Source: an optimization exercise on an open RTL-to-GDS flow (aim: a short achievable clock period and few clock cycles). Production flows keep margins and buffers that such runs may drop.
The RTL was checked by simulation tests, not by an equivalence proof against the original design.
No activity file was given, so power comes from the tool's default toggle rates.

==> build 28 <==
==> flow/design.v <==
module cpu(clk, rst, imem_addr, imem_rdata, dmem_addr, dmem_wdata, dmem_we, dmem_rdata);
input clk, rst;
input [31:0] imem_rdata, dmem_rdata;
output [31:0] imem_addr, dmem_addr, dmem_wdata;
output dmem_we;
reg  [9:0]  pcF;
reg  [31:0] instD;
reg  [9:0]  pcp1D;
reg         vD, ptD;
reg  [31:0] aE, bE, sE;
reg         lateE;
reg         oAdd, oSub, oAnd, oOr, oSlt, oSll;
reg         wrE, ldE, stE, brE, beqE, ptE;
reg  [4:0]  dstE;
reg  [9:0]  altE;
reg  [31:0] aluM, sdM;
reg         wrM, ldM, stM;
reg  [4:0]  dstM;
reg  [31:0] resW;
reg         wrW;
reg  [4:0]  dstW;
reg  [31:0] rf [1:31];
wire [31:0] instF = imem_rdata;
wire [5:0]  opF   = instF[31:26];
wire        brF   = (opF[5:1] == 5'b00010);
wire        ptF   = brF & (opF[0] | instF[15]);
wire [9:0]  pcp1F = pcF + 10'd1;
wire [9:0]  tgtF  = pcp1F + instF[9:0];
wire [31:0] sum  = aE + bE;
wire [31:0] diff = aE - bE;
wire        lt   = aE < bE;
wire [31:0] shl  = aE << bE[10:6];
wire [31:0] resE = ({32{oAdd}} & sum) | ({32{oSub}} & diff) | ({32{oAnd}} & (aE & bE)) |
                   ({32{oOr}} & (aE | bE)) | {31'd0, oSlt & lt} | ({32{oSll}} & shl);
wire eq     = (aE == bE);
wire mispE  = brE & ~(eq ^ beqE ^ ptE);    
wire takenE = beqE ? eq : ~eq;
wire [5:0] opD = instD[31:26];
wire [5:0] fnD = instD[5:0];
wire [4:0] rsD = instD[25:21];
wire [4:0] rtD = instD[20:16];
wire [4:0] rdD = instD[15:11];
wire isR    = vD & (opD == 6'h00);
wire isAddi = vD & (opD == 6'h08);
wire isLw   = vD & (opD == 6'h23);
wire isSw   = vD & (opD == 6'h2b);
wire isBeq  = vD & (opD == 6'h04);
wire isBne  = vD & (opD == 6'h05);
wire isJ    = vD & (opD == 6'h02);
wire [4:0] dstD = isR ? rdD : rtD;
wire wrD   = (isR | isAddi | isLw) & (dstD != 5'd0);
wire useRs = isR | isAddi | isLw | isSw | isBeq | isBne;
wire useRt = isR | isBeq | isBne;           
wire immD  = isAddi | isLw | isSw;
wire [31:0] simmD = {{16{instD[15]}}, instD[15:0]};
wire rsE_hit = wrE & (dstE == rsD);
wire rtE_hit = wrE & (dstE == rtD);
wire rsM_hit = wrM & (dstM == rsD);
wire rtM_hit = wrM & (dstM == rtD);
wire rsW_hit = wrW & (dstW == rsD);
wire rtW_hit = wrW & (dstW == rtD);
wire stall = ldE & ((useRs & rsE_hit) | (useRt & rtE_hit));
wire [31:0] rfA = (rsD == 5'd0) ? 32'd0 : rf[rsD];
wire [31:0] rfB = (rtD == 5'd0) ? 32'd0 : rf[rtD];
wire [31:0] valM = ldM ? dmem_rdata : aluM;      
wire [31:0] oldA = rsM_hit ? valM : rsW_hit ? resW : rfA;
wire [31:0] oldB = rtM_hit ? valM : rtW_hit ? resW : rfB;
wire [9:0] tgtD = pcp1D + instD[9:0];
wire isBrD  = isBeq | isBne;
wire [31:0] Yx = bE ^ {32{oSub}};
wire [31:0] Xy = aE ^ Yx;
wire [31:0] genc = aE | Yx;                           
wire sumEq  = (Xy[0] == oSub) & (&(Xy[31:1] ~^ genc[30:0]));
wire andEq  = ~|(aE & bE);
wire orEq   = ~|(aE | bE);
wire eqE    = ((oAdd | oSub) & sumEq) | (oAnd & andEq) | (oOr & orEq) |
              ~(oAdd | oSub | oAnd | oOr);
wire zcmp   = (rtD == 5'd0) ? rsE_hit : (rsD == 5'd0) & rtE_hit;
wire resD   = zcmp & ~(oSlt | oSll);
wire eqD    = eqE;
wire mispD  = isBrD & resD & ~(eqD ^ isBeq ^ ptD);
wire fR_add = isR & (fnD == 6'h20);
wire fR_sub = isR & (fnD == 6'h22);
wire fR_and = isR & (fnD == 6'h24);
wire fR_or  = isR & (fnD == 6'h25);
wire fR_slt = isR & ((fnD == 6'h2a) | (fnD == 6'h02));
wire fR_sll = isR & (fnD == 6'h00);
assign imem_addr  = {20'd0, pcF, 2'b00};
assign dmem_addr  = aluM;
assign dmem_wdata = sdM;
assign dmem_we    = stM;
reg [9:0] pcN;
always @* begin
  if (mispE)      pcN = altE;
  else if (stall) pcN = pcF;
  else if (mispD) pcN = ptD ? pcp1D : tgtD;
  else if (isJ)   pcN = instD[9:0];
  else if (ptF)   pcN = tgtF;
  else            pcN = pcp1F;
end
always @(posedge clk or negedge rst) begin
  if (!rst) begin
    pcF <= 10'd0;
    vD <= 1'b0;
    wrE <= 1'b0; ldE <= 1'b0; stE <= 1'b0; brE <= 1'b0;
    wrM <= 1'b0; ldM <= 1'b0; stM <= 1'b0;
    wrW <= 1'b0;
  end else begin
    pcF <= pcN;
    if (mispE | (mispD & ~stall)) vD <= 1'b0;
    else if (!stall) vD <= 1'b1;
    if (mispE | stall) begin
      wrE <= 1'b0; ldE <= 1'b0; stE <= 1'b0; brE <= 1'b0;
    end else begin
      wrE <= wrD; ldE <= isLw; stE <= isSw; brE <= isBrD & ~resD;
    end
    wrM <= wrE; ldM <= ldE; stM <= stE;
    wrW <= wrM;
  end
end
always @(posedge clk) begin
  if (!stall) begin
    instD <= instF;
    pcp1D <= pcp1F;
    ptD   <= ptF & ~isJ;
  end
  aE <= rsE_hit ? resE : oldA;
  bE <= immD ? simmD : rtE_hit ? resE : oldB;
  sE <= rtE_hit ? resE : oldB;
  lateE <= rtE_hit & ldE;
  oAdd <= isAddi | isLw | isSw | fR_add;
  oSub <= fR_sub;
  oAnd <= fR_and;
  oOr  <= fR_or;
  oSlt <= fR_slt;
  oSll <= fR_sll;
  dstE <= dstD;
  beqE <= isBeq;
  ptE  <= ptD;
  altE <= ptD ? pcp1D : tgtD;
  aluM <= resE;
  sdM <= lateE ? dmem_rdata : sE;
  dstM <= dstE;
  resW <= valM;
  dstW <= dstM;
end
integer i;
always @(posedge clk or negedge rst) begin
  if (!rst) begin
    for (i = 1; i < 32; i = i + 1) rf[i] <= 32'd0;
  end else if (wrW) begin
    rf[dstW] <= resW;
  end
end
endmodule
==> flow/run.sh <==
#!/bin/bash
# synth_recipe.tcl (not shown) runs the flow's synth.tcl, then flattens the netlist and writes it again
# the make line also repeats each setting of config.mk as NAME=value (left out here)
make -C /OpenROAD-flow-scripts/flow DESIGN_CONFIG=/design/flow/config.mk WORK_HOME=/design/flow/orfs CLKGATE_MAP_FILE= SYNTH_SCRIPT=/design/flow/synth_recipe.tcl finish
==> flow/config.mk <==
export PLATFORM = sky130hd
export DESIGN_NAME = cpu
export DESIGN_NICKNAME = cpu
export VERILOG_FILES = /design/flow/design.v
export SDC_FILE = /design/flow/constraint.sdc
export NUM_CORES = 4
export LEC_CHECK = 0
export ABC_CLOCK_PERIOD_IN_PS = 1000
export CAP_MARGIN = 30
export CORE_MARGIN = 2
export CORE_UTILIZATION = 40
export PLACE_DENSITY = 0.6
export SETUP_SLACK_MARGIN = 5.0
export SLEW_MARGIN = 30
==> flow/constraint.sdc <==
create_clock -name core_clock -period 8.0 [get_ports {clk}]
set_input_delay 1.6000 -clock core_clock [delete_from_list [all_inputs] [get_ports {clk}]]
set_output_delay 1.6000 -clock core_clock [all_outputs]
set_load 0.01 [all_outputs]
==> build 42 (differences from build 28) <==
==> flow/design.v, changed modules only <==
module cpu(clk, rst, imem_addr, imem_rdata, dmem_addr, dmem_wdata, dmem_we, dmem_rdata);
input clk, rst;
input [31:0] imem_rdata, dmem_rdata;
output [31:0] imem_addr, dmem_addr, dmem_wdata;
output dmem_we;
reg  [9:0]  pcF;
reg  [31:0] instD;
reg  [31:1] rsOH, rtOH;    
reg  [9:0]  pcp1D;
reg         vD, ptD;
reg  [31:0] aE, bE, sE;
reg         lateE, sfwdE;    
reg         oAdd, oSub, oAnd, oOr, oSlt, oSll;
reg         wrE, ldE, stE, brE, beqE, ptE;
reg  [4:0]  dstE;
reg  [9:0]  altE;
reg  [31:0] aluM, sdM;
reg         wrM, ldM, stM;
reg  [4:0]  dstM;
reg  [31:0] resW;
reg         wrW;
reg  [4:0]  dstW;
reg  [31:0] rf [1:31];
wire [31:0] instF = imem_rdata;
wire [5:0]  opF   = instF[31:26];
wire        brF   = (opF[5:1] == 5'b00010);
wire        sameF = (instF[25:21] == instF[20:16]);    
reg  [31:0] zr;     
wire        ptF   = brF & (sameF ? ~opF[0] : (opF[0] | instF[15]));
wire [9:0]  pcp1F = pcF + 10'd1;
wire [9:0]  tgtF  = pcp1F + instF[9:0];
wire [31:0] sum  = aE + bE;
wire [32:0] dif33 = {1'b0, aE} - {1'b0, bE};
wire [31:0] diff = dif33[31:0];
wire        lt   = dif33[32];             
wire [31:0] shl  = aE << bE[10:6];
wire [31:0] resE = ({32{oAdd}} & sum) | ({32{oSub}} & diff) | ({32{oAnd}} & (aE & bE)) |
                   ({32{oOr}} & (aE | bE)) | {31'd0, oSlt & lt} | ({32{oSll}} & shl);
wire eq     = (aE == bE);
wire mispEx = brE & ~(eq ^ beqE ^ ptE);    
reg  mispE;             
reg  [9:0] altM;
wire [5:0] opD = instD[31:26];
wire [5:0] fnD = instD[5:0];
wire [4:0] rsD = instD[25:21];
wire [4:0] rtD = instD[20:16];
wire [4:0] rdD = instD[15:11];
wire isR    = vD & (opD == 6'h00);
wire isAddi = vD & (opD == 6'h08);
wire isLw   = vD & (opD == 6'h23);
wire isSw   = vD & (opD == 6'h2b);
wire isBeq  = vD & (opD == 6'h04);
wire isBne  = vD & (opD == 6'h05);
wire isJ    = vD & (opD == 6'h02);
wire [4:0] dstD = isR ? rdD : rtD;
wire wrD   = (isR | isAddi | isLw) & (dstD != 5'd0);
wire useRs = isR | isAddi | isLw | isSw | isBeq | isBne;
wire useRt = isR | isBeq | isBne;           
wire immD  = isAddi | isLw | isSw;
wire [31:0] simmD = {{16{instD[15]}}, instD[15:0]};
reg rsE_hit, rtE_hit, rsM_hit, rtM_hit, rsW_hit, rtW_hit;
wire stall = ldE & ((useRs & rsE_hit) | (useRt & rtE_hit));
reg  [31:0] rfA, rfB;
integer k;
integer j;
always @* begin
  rfA = 32'd0;
  rfB = 32'd0;
  for (k = 1; k < 32; k = k + 1) begin
    rfA = rfA | ({32{rsOH[k]}} & rf[k]);
    rfB = rfB | ({32{rtOH[k]}} & rf[k]);
  end
end
wire [31:0] valM = ldM ? dmem_rdata : aluM;      
wire [31:0] oldA = rsM_hit ? valM : rsW_hit ? resW : rfA;
wire [31:0] oldB = rtM_hit ? valM : rtW_hit ? resW : rfB;
wire [9:0] tgtD = pcp1D + instD[9:0];
wire isBrD  = isBeq | isBne;
wire [31:0] Xy = aE ^ bE;
wire [31:0] genc = aE | bE;                           
wire sumEq  = ~Xy[0] & (&(Xy[31:1] ~^ genc[30:0]));
wire zcmp   = (rtD == 5'd0) ? rsE_hit : (rsD == 5'd0) & rtE_hit;
wire resD   = zcmp & oAdd;                             
wire mispD  = isBrD & resD & ~(sumEq ^ isBeq ^ ptD);
wire zA     = (rsD == 5'd0) | (|(rsOH & zr[31:1]));
wire zB     = (rtD == 5'd0) | (|(rtOH & zr[31:1]));
wire ovrD   = isBrD & ~resD & zA & zB & (ptD ^ isBeq);
wire redD   = mispD | ovrD;
wire fR_add = isR & (fnD == 6'h20);
wire fR_sub = isR & (fnD == 6'h22);
wire fR_and = isR & (fnD == 6'h24);
wire fR_or  = isR & (fnD == 6'h25);
wire fR_slt = isR & ((fnD == 6'h2a) | (fnD == 6'h02));
wire fR_sll = isR & (fnD == 6'h00);
function [31:0] fwd(input hit, input [31:0] other);
  fwd = ({32{hit & oAdd}} & sum) | ({32{hit & oSub}} & diff) |
        ({32{hit & oAnd}} & (aE & bE)) | ({32{hit & oOr}} & (aE | bE)) |
        {31'd0, hit & oSlt & lt} | ({32{hit & oSll}} & shl) | ({32{~hit}} & other);
endfunction
assign imem_addr  = {20'd0, pcF, 2'b00};
assign dmem_addr  = aluM;
assign dmem_wdata = sdM;
assign dmem_we    = stM;
reg [9:0] pcE;       
always @* begin
  if (mispE)      pcE = altM;
  else if (stall) pcE = pcF;
  else            pcE = instD[9:0];
end
wire redir = mispE | stall | isJ;
wire [9:0] pcN0 = redir ? pcE : ptF ? tgtF : pcp1F;
wire [9:0] pcN = (redD & ~mispE & ~stall) ? (ptD ? pcp1D : tgtD) : pcN0;
always @(posedge clk or negedge rst) begin
  if (!rst) begin
    pcF <= 10'd0;
    vD <= 1'b0;
    wrE <= 1'b0; ldE <= 1'b0; stE <= 1'b0; brE <= 1'b0;
    wrM <= 1'b0; ldM <= 1'b0; stM <= 1'b0; mispE <= 1'b0;
    wrW <= 1'b0;
  end else begin
    pcF <= pcN;
    if (mispE | (redD & ~stall)) vD <= 1'b0;
    else if (!stall) vD <= 1'b1;
    if (mispE | stall) begin
      wrE <= 1'b0; ldE <= 1'b0; stE <= 1'b0; brE <= 1'b0;
    end else begin
      wrE <= wrD; ldE <= isLw; stE <= isSw; brE <= isBrD & ~resD;
    end
    if (mispE) begin
      wrM <= 1'b0; ldM <= 1'b0; stM <= 1'b0; mispE <= 1'b0;
    end else begin
      wrM <= wrE; ldM <= ldE; stM <= stE; mispE <= mispEx;
    end
    wrW <= wrM;
  end
end
wire [4:0] rsN = stall ? rsD : instF[25:21];      
wire [4:0] rtN = stall ? rtD : instF[20:16];
wire wrEN = wrD & ~stall & ~mispE;                 
wire wrMN = wrE & ~mispE;                          
always @(posedge clk) begin
  rsE_hit <= wrEN & (dstD == rsN);
  rtE_hit <= wrEN & (dstD == rtN);
  rsM_hit <= wrMN & (dstE == rsN);
  rtM_hit <= wrMN & (dstE == rtN);
  rsW_hit <= wrM & (dstM == rsN);
  rtW_hit <= wrM & (dstM == rtN);
  if (!stall) begin
    instD <= instF;
    for (j = 1; j < 32; j = j + 1) begin
      rsOH[j] <= (instF[25:21] == j);
      rtOH[j] <= (instF[20:16] == j);
    end
    pcp1D <= pcp1F;
    ptD   <= ptF & ~isJ;
  end
  aE <= fwd(rsE_hit, oldA);
  bE <= fwd(rtE_hit & ~immD, immD ? simmD : oldB);
  sE <= oldB;
  lateE <= rtE_hit & ldE;
  sfwdE <= rtE_hit & ~ldE;
  oAdd <= isAddi | isLw | isSw | fR_add;
  oSub <= fR_sub;
  oAnd <= fR_and;
  oOr  <= fR_or;
  oSlt <= fR_slt;
  oSll <= fR_sll;
  dstE <= dstD;
  beqE <= isBeq;
  ptE  <= ptD ^ ovrD;
  altE <= (ptD ^ ovrD) ? pcp1D : tgtD;
  altM <= altE;
  aluM <= resE;
  sdM <= lateE ? dmem_rdata : sfwdE ? aluM : sE;
  dstM <= dstE;
  resW <= valM;
  dstW <= dstM;
end
always @(posedge clk or negedge rst) begin
  if (!rst) zr <= 32'hffffffff;
  else if (wrW) zr[dstW] <= ~|resW;
end
integer i;
always @(posedge clk or negedge rst) begin
  if (!rst) begin
    for (i = 1; i < 32; i = i + 1) rf[i] <= 32'd0;
  end else if (wrW) begin
    rf[dstW] <= resW;
  end
end
endmodule
Settings changed: CORE_UTILIZATION 40 to 55, PLACE_DENSITY 0.6 to 0.7.
==> trial 91 (differences from build 28) <==
==> flow/design.v, changed modules only <==
module cpu(clk, rst, imem_addr, imem_rdata, dmem_addr, dmem_wdata, dmem_we, dmem_rdata);
input clk, rst;
input [31:0] imem_rdata, dmem_rdata;
output [31:0] imem_addr, dmem_addr, dmem_wdata;
output dmem_we;
reg  [9:0]  pcF;
reg  [31:0] instD;
reg  [31:1] rsOH, rtOH;    
reg  [9:0]  pcp1D;
reg         vD, ptD;
reg  [31:0] aE, bE, sE;
reg         lateE;
reg         oAdd, oSub, oAnd, oOr, oSlt, oSll;
reg         wrE, ldE, stE, brE, beqE, ptE;
reg  [4:0]  dstE;
reg  [9:0]  altE;
reg  [31:0] aluM, sdM;
reg         wrM, ldM, stM;
reg  [4:0]  dstM;
reg  [31:0] resW;
reg         wrW;
reg  [4:0]  dstW;
reg  [31:0] rf [1:31];
wire [31:0] instF = imem_rdata;
wire [5:0]  opF   = instF[31:26];
wire        brF   = (opF[5:1] == 5'b00010);
wire        sameF = (instF[25:21] == instF[20:16]);    
reg  [31:0] zr;     
wire        zeqF  = zr[instF[25:21]] & zr[instF[20:16]];
wire        ptF   = brF & ((sameF | zeqF) ? ~opF[0] : (opF[0] | instF[15]));
wire [9:0]  pcp1F = pcF + 10'd1;
wire [9:0]  tgtF  = pcp1F + instF[9:0];
wire [31:0] sum  = aE + bE;
wire [32:0] dif33 = {1'b0, aE} - {1'b0, bE};
wire [31:0] diff = dif33[31:0];
wire        lt   = dif33[32];             
wire [31:0] shl  = aE << bE[10:6];
wire [31:0] resE = ({32{oAdd}} & sum) | ({32{oSub}} & diff) | ({32{oAnd}} & (aE & bE)) |
                   ({32{oOr}} & (aE | bE)) | {31'd0, oSlt & lt} | ({32{oSll}} & shl);
wire eq     = (aE == bE);
wire mispEx = brE & ~(eq ^ beqE ^ ptE);    
reg  mispE;             
reg  [9:0] altM;
wire [5:0] opD = instD[31:26];
wire [5:0] fnD = instD[5:0];
wire [4:0] rsD = instD[25:21];
wire [4:0] rtD = instD[20:16];
wire [4:0] rdD = instD[15:11];
wire isR    = vD & (opD == 6'h00);
wire isAddi = vD & (opD == 6'h08);
wire isLw   = vD & (opD == 6'h23);
wire isSw   = vD & (opD == 6'h2b);
wire isBeq  = vD & (opD == 6'h04);
wire isBne  = vD & (opD == 6'h05);
wire isJ    = vD & (opD == 6'h02);
wire [4:0] dstD = isR ? rdD : rtD;
wire wrD   = (isR | isAddi | isLw) & (dstD != 5'd0);
wire useRs = isR | isAddi | isLw | isSw | isBeq | isBne;
wire useRt = isR | isBeq | isBne;           
wire immD  = isAddi | isLw | isSw;
wire [31:0] simmD = {{16{instD[15]}}, instD[15:0]};
wire rsE_hit = wrE & (dstE == rsD);
wire rtE_hit = wrE & (dstE == rtD);
wire rsM_hit = wrM & (dstM == rsD);
wire rtM_hit = wrM & (dstM == rtD);
wire rsW_hit = wrW & (dstW == rsD);
wire rtW_hit = wrW & (dstW == rtD);
wire stall = ldE & ((useRs & rsE_hit) | (useRt & rtE_hit));
reg  [31:0] rfA, rfB;
integer k;
integer j;
always @* begin
  rfA = 32'd0;
  rfB = 32'd0;
  for (k = 1; k < 32; k = k + 1) begin
    rfA = rfA | ({32{rsOH[k]}} & rf[k]);
    rfB = rfB | ({32{rtOH[k]}} & rf[k]);
  end
end
wire [31:0] valM = ldM ? dmem_rdata : aluM;      
wire [31:0] oldA = rsM_hit ? valM : rsW_hit ? resW : rfA;
wire [31:0] oldB = rtM_hit ? valM : rtW_hit ? resW : rfB;
wire [9:0] tgtD = pcp1D + instD[9:0];
wire isBrD  = isBeq | isBne;
wire [31:0] Xy = aE ^ bE;
wire [31:0] genc = aE | bE;                           
wire sumEq  = ~Xy[0] & (&(Xy[31:1] ~^ genc[30:0]));
wire zcmp   = (rtD == 5'd0) ? rsE_hit : (rsD == 5'd0) & rtE_hit;
wire resD   = zcmp & oAdd;                             
wire mispD  = isBrD & resD & ~(sumEq ^ isBeq ^ ptD);
wire fR_add = isR & (fnD == 6'h20);
wire fR_sub = isR & (fnD == 6'h22);
wire fR_and = isR & (fnD == 6'h24);
wire fR_or  = isR & (fnD == 6'h25);
wire fR_slt = isR & ((fnD == 6'h2a) | (fnD == 6'h02));
wire fR_sll = isR & (fnD == 6'h00);
function [31:0] fwd(input hit, input [31:0] other);
  fwd = ({32{hit & oAdd}} & sum) | ({32{hit & oSub}} & diff) |
        ({32{hit & oAnd}} & (aE & bE)) | ({32{hit & oOr}} & (aE | bE)) |
        {31'd0, hit & oSlt & lt} | ({32{hit & oSll}} & shl) | ({32{~hit}} & other);
endfunction
assign imem_addr  = {20'd0, pcF, 2'b00};
assign dmem_addr  = aluM;
assign dmem_wdata = sdM;
assign dmem_we    = stM;
reg [9:0] pcE;       
always @* begin
  if (mispE)      pcE = altM;
  else if (stall) pcE = pcF;
  else            pcE = instD[9:0];
end
wire redir = mispE | stall | isJ;
wire [9:0] pcN0 = redir ? pcE : ptF ? tgtF : pcp1F;
wire [9:0] pcN = (mispD & ~mispE & ~stall) ? (ptD ? pcp1D : tgtD) : pcN0;
always @(posedge clk or negedge rst) begin
  if (!rst) begin
    pcF <= 10'd0;
    vD <= 1'b0;
    wrE <= 1'b0; ldE <= 1'b0; stE <= 1'b0; brE <= 1'b0;
    wrM <= 1'b0; ldM <= 1'b0; stM <= 1'b0; mispE <= 1'b0;
    wrW <= 1'b0;
  end else begin
    pcF <= pcN;
    if (mispE | (mispD & ~stall)) vD <= 1'b0;
    else if (!stall) vD <= 1'b1;
    if (mispE | stall) begin
      wrE <= 1'b0; ldE <= 1'b0; stE <= 1'b0; brE <= 1'b0;
    end else begin
      wrE <= wrD; ldE <= isLw; stE <= isSw; brE <= isBrD & ~resD;
    end
    if (mispE) begin
      wrM <= 1'b0; ldM <= 1'b0; stM <= 1'b0; mispE <= 1'b0;
    end else begin
      wrM <= wrE; ldM <= ldE; stM <= stE; mispE <= mispEx;
    end
    wrW <= wrM;
  end
end
always @(posedge clk) begin
  if (!stall) begin
    instD <= instF;
    for (j = 1; j < 32; j = j + 1) begin
      rsOH[j] <= (instF[25:21] == j);
      rtOH[j] <= (instF[20:16] == j);
    end
    pcp1D <= pcp1F;
    ptD   <= ptF & ~isJ;
  end
  aE <= fwd(rsE_hit, oldA);
  bE <= fwd(rtE_hit & ~immD, immD ? simmD : oldB);
  sE <= fwd(rtE_hit, oldB);
  lateE <= rtE_hit & ldE;
  oAdd <= isAddi | isLw | isSw | fR_add;
  oSub <= fR_sub;
  oAnd <= fR_and;
  oOr  <= fR_or;
  oSlt <= fR_slt;
  oSll <= fR_sll;
  dstE <= dstD;
  beqE <= isBeq;
  ptE  <= ptD;
  altE <= ptD ? pcp1D : tgtD;
  altM <= altE;
  aluM <= resE;
  sdM <= lateE ? dmem_rdata : sE;
  dstM <= dstE;
  resW <= valM;
  dstW <= dstM;
end
always @(posedge clk or negedge rst) begin
  if (!rst) zr <= 32'hffffffff;
  else if (wrW) zr[dstW] <= ~|resW;
end
integer i;
always @(posedge clk or negedge rst) begin
  if (!rst) begin
    for (i = 1; i < 32; i = i + 1) rf[i] <= 32'd0;
  end else if (wrW) begin
    rf[dstW] <= resW;
  end
end
endmodule
==> run summary <==
                                                              build 42       build 28         trial 91
Status                                no timing/DRC/antenna violations  no timing/DRC/antenna violations  no timing/DRC/antenna violations
Detailed-routed wire length on met3                           57500 um       54200 um         48300 um
Area of combinational cells with multiple inputs             36700 um2      38100 um2        36900 um2
Non-clock inverters                                                143            131              140
Core outline area                                           128000 um2     169000 um2       176000 um2
Power of the clock network                                     7220 uW        6760 uW          7320 uW
Routed wire length                                           334000 um      352000 um        342000 um
WP data required                                               8.71 ns        8.69 ns          8.66 ns
Proportion of cell area occupied by multi-input gates            0.436          0.445            0.432
Data arrival time of the worst path                            4.02 ns        4.17 ns          4.01 ns
Wire length of the first global-routing pass                 459000 um      476000 um        469000 um
Proportion of total power due to net switching                   0.262          0.275            0.260
Timing-limited maximum frequency                             0.301 GHz      0.287 GHz        0.299 GHz
Share of the core filled with cells                              0.659          0.506            0.485
Startpoint of the tightest hold check path             altE[4]$_DFF_P_  stE$_DFF_PN0_  altE[4]$_DFF_P_
Total vias in the final route                                    64800          63800            63200
Testbench counts of build 28, summed over its fixed seeds: cycles 66,205.
Testbench counts of build 42, summed over its fixed seeds: cycles 64,412.
Testbench counts of trial 91, summed over its fixed seeds: cycles 64,038.

==> afterwards: timing with drivers on the ports <==
The results above use ideal ports. As a check the final layouts listed here were re-extracted and re-timed, cells and wires unchanged.
Step 1: set_driving_cell puts a clkbuf_16 on clk and a buf_2 on each other input, an assumption about the parent block.
Step 2 adds t to the input delays and takes it off the output delays; t is the mean of the earliest and latest rising clock arrival at the registers after step 1. Input paths then give back, and output paths get back, about the clock's delay inside the block.
Three values: ideal, step 1, step 2; two values: the first two.
run | t, ns | setup slack, ns | worst setup path after step 2 | worst register clock-pin slew, ns | worst slew at a driven data input, ns
build 28 | 0.890 | 4.518 / 4.518 / 3.848 | input to register | 0.07 / 0.07 | 0.07
build 42 | 0.893 | 4.682 / 4.682 / 4.091 | input to register | 0.07 / 0.07 | 0.07
trial 91 | 0.890 | 4.652 / 4.633 / 3.743 | input to register | 0.07 / 0.07 | 0.18
After both steps every run listed still meets setup and hold. The setup slack of trial 91, which loses most, moves by -0.019 ns with the drivers and by -0.909 ns with both steps.
